Context: an optimization exercise on an open-source flow, tuned for a short achievable clock period and few clock cycles. The choices shown serve that exercise and are no tape-out recipe. In this exercise RTL edits were held to simulation tests only and were not proved equivalent to the original. No activity file was given, so power comes from the tool's default toggle rates.

<file path="flow/design.v">
module y86_pipe(clk, rst, pc, instr, dmem_addr, dmem_wdata, dmem_we, dmem_rdata, stat,
    register_memory0 , register_memory1 , register_memory2 ,register_memory3 , register_memory4 , register_memory5 ,register_memory6 ,register_memory7 ,register_memory8 , register_memory9 , register_memory10 ,register_memory11 , register_memory12 , register_memory13 , register_memory14);
    input clk;
    input rst;
    output [63:0] pc;
    input [79:0] instr;           
    output [63:0] dmem_addr;
    output [63:0] dmem_wdata;
    output dmem_we;
    input [63:0] dmem_rdata;
    output [3:0] stat;
    output signed [63:0] register_memory0 , register_memory1 , register_memory2 ,register_memory3 , register_memory4 , register_memory5 ,register_memory6 ,register_memory7 ,register_memory8 , register_memory9 , register_memory10 ,register_memory11 , register_memory12 , register_memory13 , register_memory14;
    localparam RNONE = 4'hF;
    localparam RSP = 4'd4;
    reg [63:0] R [0:14];                  
    reg [63:0] PC;                        
    reg [63:0] ras [0:7];                 
    reg        X_valid;
    reg [79:0] X_ins;
    reg [63:0] X_pc9;                     
    reg [63:0] X_pred;                    
    reg [2:0]  CC;                        
    reg        M_valid, M_we, M_isret, M_halt;
    reg [63:0] M_addr, M_wdata, M_valE, M_pred;
    reg [3:0]  M_destE, M_destM;
    reg [2:0]  M_cc;
    reg        W_retbad;
    reg [63:0] W_valE, W_valM;
    reg [3:0]  W_destE, W_destM;
    reg [2:0]  W_cc;
    reg        S_aok, S_hlt;              
    assign pc = PC;
    assign dmem_addr = M_addr;
    assign dmem_wdata = M_wdata;
    assign dmem_we = M_we;
    assign stat = {S_aok, S_hlt, 2'b00};
    assign register_memory0 = R[0];
    assign register_memory1 = R[1];
    assign register_memory2 = R[2];
    assign register_memory3 = R[3];
    assign register_memory4 = R[4];
    assign register_memory5 = R[5];
    assign register_memory6 = R[6];
    assign register_memory7 = R[7];
    assign register_memory8 = R[8];
    assign register_memory9 = R[9];
    assign register_memory10 = R[10];
    assign register_memory11 = R[11];
    assign register_memory12 = R[12];
    assign register_memory13 = R[13];
    assign register_memory14 = R[14];
    wire redirect = W_retbad;
    function cond;
        input [3:0] f;
        input [2:0] cc;
        reg zf, sf, of;
        begin
            zf = cc[0]; sf = cc[1]; of = cc[2];
            case (f)
                4'h0: cond = 1'b1;
                4'h1: cond = (sf ^ of) | zf;
                4'h2: cond = sf ^ of;
                4'h3: cond = zf;
                4'h4: cond = ~zf;
                4'h5: cond = ~(sf ^ of);
                4'h6: cond = ~(sf ^ of) & ~zf;
                default: cond = 1'b0;
            endcase
        end
    endfunction
    wire [3:0] x_icode = X_ins[79:76];
    wire [3:0] x_ifun  = X_ins[75:72];
    wire [3:0] x_rA    = X_ins[71:68];
    wire [3:0] x_rB    = X_ins[67:64];
    wire [63:0] x_valC = X_ins[63:0];
    wire x_halt = x_icode == 4'h0;
    wire x_cmov = x_icode == 4'h2;
    wire x_irm  = x_icode == 4'h3;
    wire x_rm   = x_icode == 4'h4;
    wire x_mr   = x_icode == 4'h5;
    wire x_op   = x_icode == 4'h6;
    wire x_call = x_icode == 4'h8;
    wire x_ret  = x_icode == 4'h9;
    wire x_push = x_icode == 4'hA;
    wire x_pop  = x_icode == 4'hB;
    wire x_stk  = x_call | x_ret | x_push | x_pop;
    wire [3:0] x_srcA = (x_cmov | x_rm | x_op | x_push) ? x_rA : (x_ret | x_pop) ? RSP : RNONE;
    wire [3:0] x_srcB = (x_rm | x_mr | x_op) ? x_rB : x_stk ? RSP : RNONE;
    wire stall = X_valid & (M_destM != RNONE) & ((x_srcA == M_destM) | (x_srcB == M_destM));
    function [63:0] fwd;
        input [3:0] s;
        begin
            if (s == M_destE)      fwd = M_valE;
            else if (s == W_destM) fwd = W_valM;
            else if (s == W_destE) fwd = W_valE;
            else if (s == RNONE)   fwd = 64'd0;
            else                   fwd = R[s];
        end
    endfunction
    wire [63:0] valA = fwd(x_srcA);
    wire [63:0] valB = fwd(x_srcB);
    wire x_cnd = cond(x_ifun, CC);
    wire [63:0] op_add = valA + valB;
    wire [63:0] op_sub = valA - valB;
    wire [63:0] op_and = valA & valB;
    wire [63:0] op_xor = valA ^ valB;
    reg [63:0] op_res;
    reg op_of, op_zf;
    always @(*) begin
        case (x_ifun[1:0])
            2'd0: begin op_res = op_add; op_of = (valA[63] == valB[63]) & (op_add[63] != valA[63]);
                        op_zf = ((valA ^ valB) == ((valA | valB) << 1)); end
            2'd1: begin op_res = op_sub; op_of = (valA[63] != valB[63]) & (op_sub[63] != valA[63]);
                        op_zf = (valA == valB); end
            2'd2: begin op_res = op_and; op_of = 1'b0; op_zf = (op_and == 64'd0); end
            default: begin op_res = op_xor; op_of = 1'b0; op_zf = (valA == valB); end
        endcase
    end
    wire [2:0] op_flags = {op_of, op_res[63], op_zf};
    wire [63:0] b_plus_c = valB + x_valC;
    wire [63:0] b_inc = valB + 64'd1;
    wire [63:0] b_dec = valB - 64'd1;
    reg [63:0] x_valE;
    always @(*) begin
        if (x_op) x_valE = op_res;
        else if (x_rm | x_mr) x_valE = b_plus_c;
        else if (x_call | x_push) x_valE = b_dec;
        else if (x_ret | x_pop) x_valE = b_inc;
        else if (x_irm) x_valE = x_valC;
        else x_valE = valA;                       
    end
    wire [63:0] x_addr = (x_ret | x_pop) ? valB : x_valE;
    wire [63:0] x_wdata = x_call ? X_pc9 : valA;
    wire [3:0] x_destE = (x_irm | x_op | (x_cmov & x_cnd)) ? x_rB : x_stk ? RSP : RNONE;
    wire [3:0] x_destM = (x_mr | x_pop) ? x_rA : RNONE;
    wire x_go = X_valid & ~stall & ~redirect;    
    wire x_setcc = X_valid & ~stall & x_op;
    wire [2:0] cc_now = x_setcc ? op_flags : CC;
    wire retbad = M_isret & (dmem_rdata != M_pred);
    wire [3:0] f_icode = instr[79:76];
    wire [3:0] f_ifun  = instr[75:72];
    wire [63:0] f_valC = instr[71:8];
    wire [63:0] pc1 = PC + 64'd1;
    wire [63:0] pc2 = PC + 64'd2;
    wire [63:0] pc9 = PC + 64'd9;
    wire [63:0] pc10 = PC + 64'd10;
    wire [7:0] cnd_vec;
    genvar gi;
    generate for (gi = 0; gi < 8; gi = gi + 1) begin : g_cnd
        assign cnd_vec[gi] = cond(gi, cc_now);
    end endgenerate
    reg [63:0] f_next;
    always @(*) begin
        case (f_icode)
            4'h0: f_next = PC;
            4'h1: f_next = pc1;
            4'h2, 4'h6, 4'hA, 4'hB: f_next = pc2;
            4'h3, 4'h4, 4'h5: f_next = pc10;
            4'h7: f_next = cnd_vec[f_ifun[2:0]] ? f_valC : pc9;
            4'h8: f_next = f_valC;
            4'h9: f_next = ras[0];
            default: f_next = pc1;
        endcase
    end
    wire f_go = ~stall & ~redirect;
    wire ras_push = f_go & (f_icode == 4'h8);
    wire ras_pop = f_go & (f_icode == 4'h9);
    integer i;
    always @(posedge clk) begin
        if (rst) begin
            PC <= 64'd0;
            for (i = 0; i < 8; i = i + 1) ras[i] <= 64'd0;
            X_valid <= 1'b0;
        end else begin
            if (redirect) PC <= W_valM;
            else if (!stall) PC <= f_next;
            if (ras_push) begin
                ras[0] <= pc9;
                for (i = 1; i < 8; i = i + 1) ras[i] <= ras[i-1];
            end else if (ras_pop) begin
                for (i = 0; i < 7; i = i + 1) ras[i] <= ras[i+1];
            end
            if (redirect) X_valid <= 1'b0;
            else if (!stall) X_valid <= 1'b1;
        end
        if (!stall) begin
            X_ins <= instr;
            X_pc9 <= pc9;
            X_pred <= ras[0];
        end
    end
    always @(posedge clk) begin
        if (rst) begin
            CC <= 3'b000;
            M_valid <= 1'b0;
            M_we <= 1'b0;
            M_isret <= 1'b0;
            M_halt <= 1'b0;
            M_destE <= RNONE;
            M_destM <= RNONE;
        end else begin
            if (redirect) CC <= W_cc;
            else if (x_setcc) CC <= op_flags;
            M_valid <= x_go;
            M_we <= x_go & (x_rm | x_call | x_push) & ~retbad & ~S_hlt & ~(M_valid & M_halt);
            M_isret <= x_go & x_ret;
            M_halt <= x_go & x_halt;
            M_destE <= x_go ? x_destE : RNONE;
            M_destM <= x_go ? x_destM : RNONE;
        end
        M_valE <= x_valE;
        M_addr <= x_addr;
        M_wdata <= x_wdata;
        M_pred <= X_pred;
        M_cc <= CC;
    end
    wire m_go = M_valid & ~redirect;
    always @(posedge clk) begin
        if (rst) begin
            W_retbad <= 1'b0;
            W_destE <= RNONE;
            W_destM <= RNONE;
            S_aok <= 1'b1;
            S_hlt <= 1'b0;
        end else begin
            W_retbad <= m_go & retbad;
            W_destE <= m_go ? M_destE : RNONE;
            W_destM <= m_go ? M_destM : RNONE;
            if (m_go & M_halt) begin
                S_aok <= 1'b0;
                S_hlt <= 1'b1;
            end
        end
        W_valE <= M_valE;
        W_valM <= dmem_rdata;
        W_cc <= M_cc;
    end
    always @(posedge clk) begin
        if (rst) begin
            R[0] <= 64'd12;
            R[1] <= 64'd10;
            R[2] <= 64'd101;
            R[3] <= 64'd3;
            R[4] <= 64'd254;
            R[5] <= 64'd50;
            R[6] <= -64'd143;
            R[7] <= 64'd10000;
            R[8] <= 64'd990000;
            R[9] <= -64'd12345;
            R[10] <= 64'd12345;
            R[11] <= 64'd10112;
            R[12] <= 64'd0;
            R[13] <= 64'd1567;
            R[14] <= 64'd8643;
        end else if (!S_hlt) begin
            for (i = 0; i < 15; i = i + 1) begin
                if (W_destM == i) R[i] <= W_valM;
                else if (W_destE == i) R[i] <= W_valE;
            end
        end
    end
endmodule
</file>
<file path="flow/run.sh">
#!/bin/bash
# synth_recipe.tcl (not shown) runs the flow's synth.tcl, then flattens the netlist and writes it again
# the make line also repeats each setting of config.mk as NAME=value (left out here)
make -C /OpenROAD-flow-scripts/flow DESIGN_CONFIG=/design/flow/config.mk WORK_HOME=/design/flow/orfs CLKGATE_MAP_FILE= SYNTH_SCRIPT=/design/flow/synth_recipe.tcl finish
</file>
<file path="flow/config.mk">
export PLATFORM = sky130hd
export DESIGN_NAME = y86_pipe
export DESIGN_NICKNAME = y86_pipe
export VERILOG_FILES = /design/flow/design.v
export SDC_FILE = /design/flow/constraint.sdc
export NUM_CORES = 4
export LEC_CHECK = 0
export CAP_MARGIN = 20
export CELL_PAD_IN_SITES_DETAIL_PLACEMENT = 1
export CELL_PAD_IN_SITES_GLOBAL_PLACEMENT = 2
export CORE_MARGIN = 2
export CORE_UTILIZATION = 25
export PLACE_DENSITY = 0.4
export SLEW_MARGIN = 20
</file>
<file path="flow/constraint.sdc">
create_clock -name core_clock -period 30.0 [get_ports {clk}]
set_input_delay 6.0000 -clock core_clock [delete_from_list [all_inputs] [get_ports {clk}]]
set_output_delay 6.0000 -clock core_clock [all_outputs]
set_load 0.01 [all_outputs]
</file>
==> notes.md <==
Clock Tree Root clkbuf_16; hold buffer count at cts 0; Mapped Area 128000 µm²; Setup Viol. Count Final 0; hold_ws 0.289 ns; most frequent CP cell buf_4; Worst Setup Start Kind flop; Initial Util 25.1%; final setup margin 15.68 ns; CTS buffer count 292; Placement Setup Slack 16.40 ns; grt met1 use 51.4%; share of cells above drive strength 1 8.88%; Critical Path RT 30.82 ns; post-DR vias/cell 6.31; Arr. time, crit path 15.14 ns; GR peak layer met2; CTS Sinks 2161; Synth Instances 15274; Setup Crit Path Kind flop to flop; TritonRoute pass-1 iters 13; Seq/Total Area, Yosys 35.5%; H-tree depth 5; setup TNS 0 ns; Area after DPL 149000 µm²; violated checks capacitance limit, slew limit; initial antenna violation count 225; Core Box Area 509000 µm²; CP Capture Type flop; chip width 719 µm; Mean Syn Cell Area 8.37 µm²; number of port buffers 1300; most frequent cells in the layout 2238 x nor2_1, 1944 x dfxtp_1, 1373 x a211oi_1; GPL Wtd Cong 0.992; unrepaired setup endpoints after global routing false; leak pwr 54.6 nW; io pins 1303; maximum clock frequency 69.8 MHz; Max IR drop VDD 0.0484 mV; DR DRC count 0; GR met3 Demand/Resource 8.13%; CP max stage delay 1.20 ns; Hold Violations, Final 0; worst-margin pin slew 1.54 ns; #FFs+latches synth 2161; Synth Flop Type dfxtp_1; Top Family by Delay on Critical Path compound AO/OA/AOI/OAI gates; WL/cell 47.8 µm; Final Critical Period 14.32 ns; met2 Track Usage GR 62.3%; Power Dens Cells 73.9 nW/µm²; antenna viol nets, final 0; synth unique cells 127; via count 144347; crit path from X_ins[79]$_DFFE_PN_; Reg clk slew, reported paths 0.07 ns; Clock Skews 0.0723 ns; R2R Path Start X_ins[79]$_DFFE_PN_; num rows 262; Hold Path Class flop to flop; vias in the first global route 137947; Worst slew margin -3.65%; largest net degree at the start of global routing 236; HP Start M_cc[2]$_DFF_P_; final instance area 159000 µm²; status complete, but fails checks; first-pass GRT wire length 1410000 µm; CP max FO 49; crit path buf inv count 4; Max-Cap Viols 2; Chip Height 719 µm; FF-to-FF setup slack 15.68 ns; Synth warnings 3; TritonCTS clock tree done; Final Core Density 31.2%; Detailed Route WL 1090000 µm; EDFF count, synth 208; placed cell count 22266; NumNets Final 16252; total gr overflow 0; area growth from synthesis to layout 24.2%; ys async rst share 0%; total power 11.7 mW; CTS max path bufs 4; gr usage total 40.3%; Post-CTS Setup Repair Bufs 0; DR iter-0 viols 21069; final worst path period share 47.7%; commonest non-fill, non-tap cell in the layout nor2_1; Die ar. 517000 µm²; clk latency of the worst-skew pair 1.03 ns; Resized Gates After CTS 0; CP max stage cell o21ai_0; DP HPWL 831000 µm; Layout Cells excl Fill 22880; max-slew violations 3
per-layer routing:
metal	up-vias	routed length [µm]	share of wire, %
li1	58007	-	-
met1	75220	446000	41
met2	8952	474000	43
met3	2112	91500	8.4
met4	56	82200	7.5
met5	-	578	0.053
state kept, by name, indices dropped and copies added, names as in the netlist, 64 cells and up:
| register | count |
|---|---|
| R | 960 |
| ras | 512 |
| X_ins | 80 |
| M_addr | 64 |
| M_pred | 64 |
| M_valE | 64 |
| M_wdata | 64 |
| PC | 64 |
| W_valE | 64 |
| W_valM | 64 |
| X_pc9 | 64 |
| X_pred | 64 |
layout make-up:
type | count | area [µm²]
flip-flops and latches | 2161 | 45400
fillers | 58464 | 350000
repair buffers | 1885 | 17900
well taps | 6732 | 8420
inverters | 326 | 1230
diodes | 82 | 205
clock buffers | 415 | 8460
multi-input cells | 11167 | 75800
clock inverters | 112 | 1340
synthesized netlist by cell type (all sizes together), types with 39 or more instances:
| cell | n | area (µm²) |
|---|---|---|
| nor2 | 2269 | 8540 |
| clkbuf | 1241 | 4660 |
| a22o | 40 | 350 |
| nand4 | 260 | 1630 |
| xor2 | 152 | 1330 |
| mux2i | 1350 | 13500 |
| nor3 | 162 | 838 |
| o211ai | 97 | 733 |
| buf | 380 | 1950 |
| mux2 | 86 | 968 |
| nor2b | 41 | 257 |
| edfxtp | 208 | 6250 |
| or2 | 47 | 294 |
| a211o | 224 | 1960 |
| xnor2 | 288 | 2520 |
| o21ai | 458 | 2300 |
| a32oi | 39 | 342 |
| ha | 270 | 3380 |
| a221oi | 128 | 1180 |
| o22ai | 83 | 519 |
| or3 | 70 | 438 |
| a222oi | 227 | 2270 |
| a21oi | 896 | 4500 |
| nand2 | 873 | 3280 |
| nand3 | 227 | 1140 |
| inv | 312 | 1170 |
| a211oi | 1377 | 10300 |
| dfxtp | 1953 | 39100 |
| o221ai | 101 | 903 |
| and3 | 63 | 394 |
| a22oi | 283 | 2120 |
| o31ai | 85 | 698 |
| nor4 | 107 | 733 |
| a21o | 103 | 773 |
| o311ai | 61 | 534 |
| o21bai | 43 | 327 |
| a31oi | 90 | 578 |
| nand2b | 66 | 420 |
cells by family after synthesis:
kind of cell	synth area share (%)
compound gates	26.3
xor+xnor	3.03
fa+ha+maj	2.69
buf+inv	6.13
flops	35.5
mux	11.4
other cells	0.00293
simple gates	15.0
power by group:
part	leakage (nW)	internal (mW)	total [mW]	switching [mW]
logic	31.5	1.34	4.47	3.12
clock network	4.76	2.09	3.69	1.59
registers	18.3	3.12	3.57	0.448
total	54.6	6.56	11.7	5.17
worst paths after layout:
path,end,depth (start not counted)
setup / recovery,PC[21]$_SDFFE_PP0P_,27
hold reg to reg,W_cc[2]$_DFF_P_,0
hold / removal,W_cc[2]$_DFF_P_,0
setup reg to reg,PC[21]$_SDFFE_PP0P_,27
Testbench counts, summed over its fixed seeds: cycles 22,132.

[re-timing with driven ports]
The results above use ideal ports. As a check the final layout listed here was re-extracted and re-timed, cells and wires unchanged.
Step 1 sets driving cells, clkbuf_16 on the clock port and buf_2 on the other inputs (assumed; they add their load-dependent delay and slew).
Step 2 adds t to the input delays and takes it off the output delays; t is the mean of the earliest and latest rising clock arrival at the registers after step 1. Input paths then give back, and output paths get back, about the clock's delay inside the block.
Slacks: no drivers / after step 1 / after step 2; pairs: no drivers / after step 1.
t (ns): 1.141
setup WS [ns]: 15.682 / 15.682 / 15.682
latest minus earliest clock arrival (ns): 0.078 / 0.078
slew at the worst register clock pin (ns): 0.08 / 0.08
pins driven straight from the clock port: 1
The setup slack of this run moves by 0.000 ns with the drivers and by 0.000 ns with both steps.
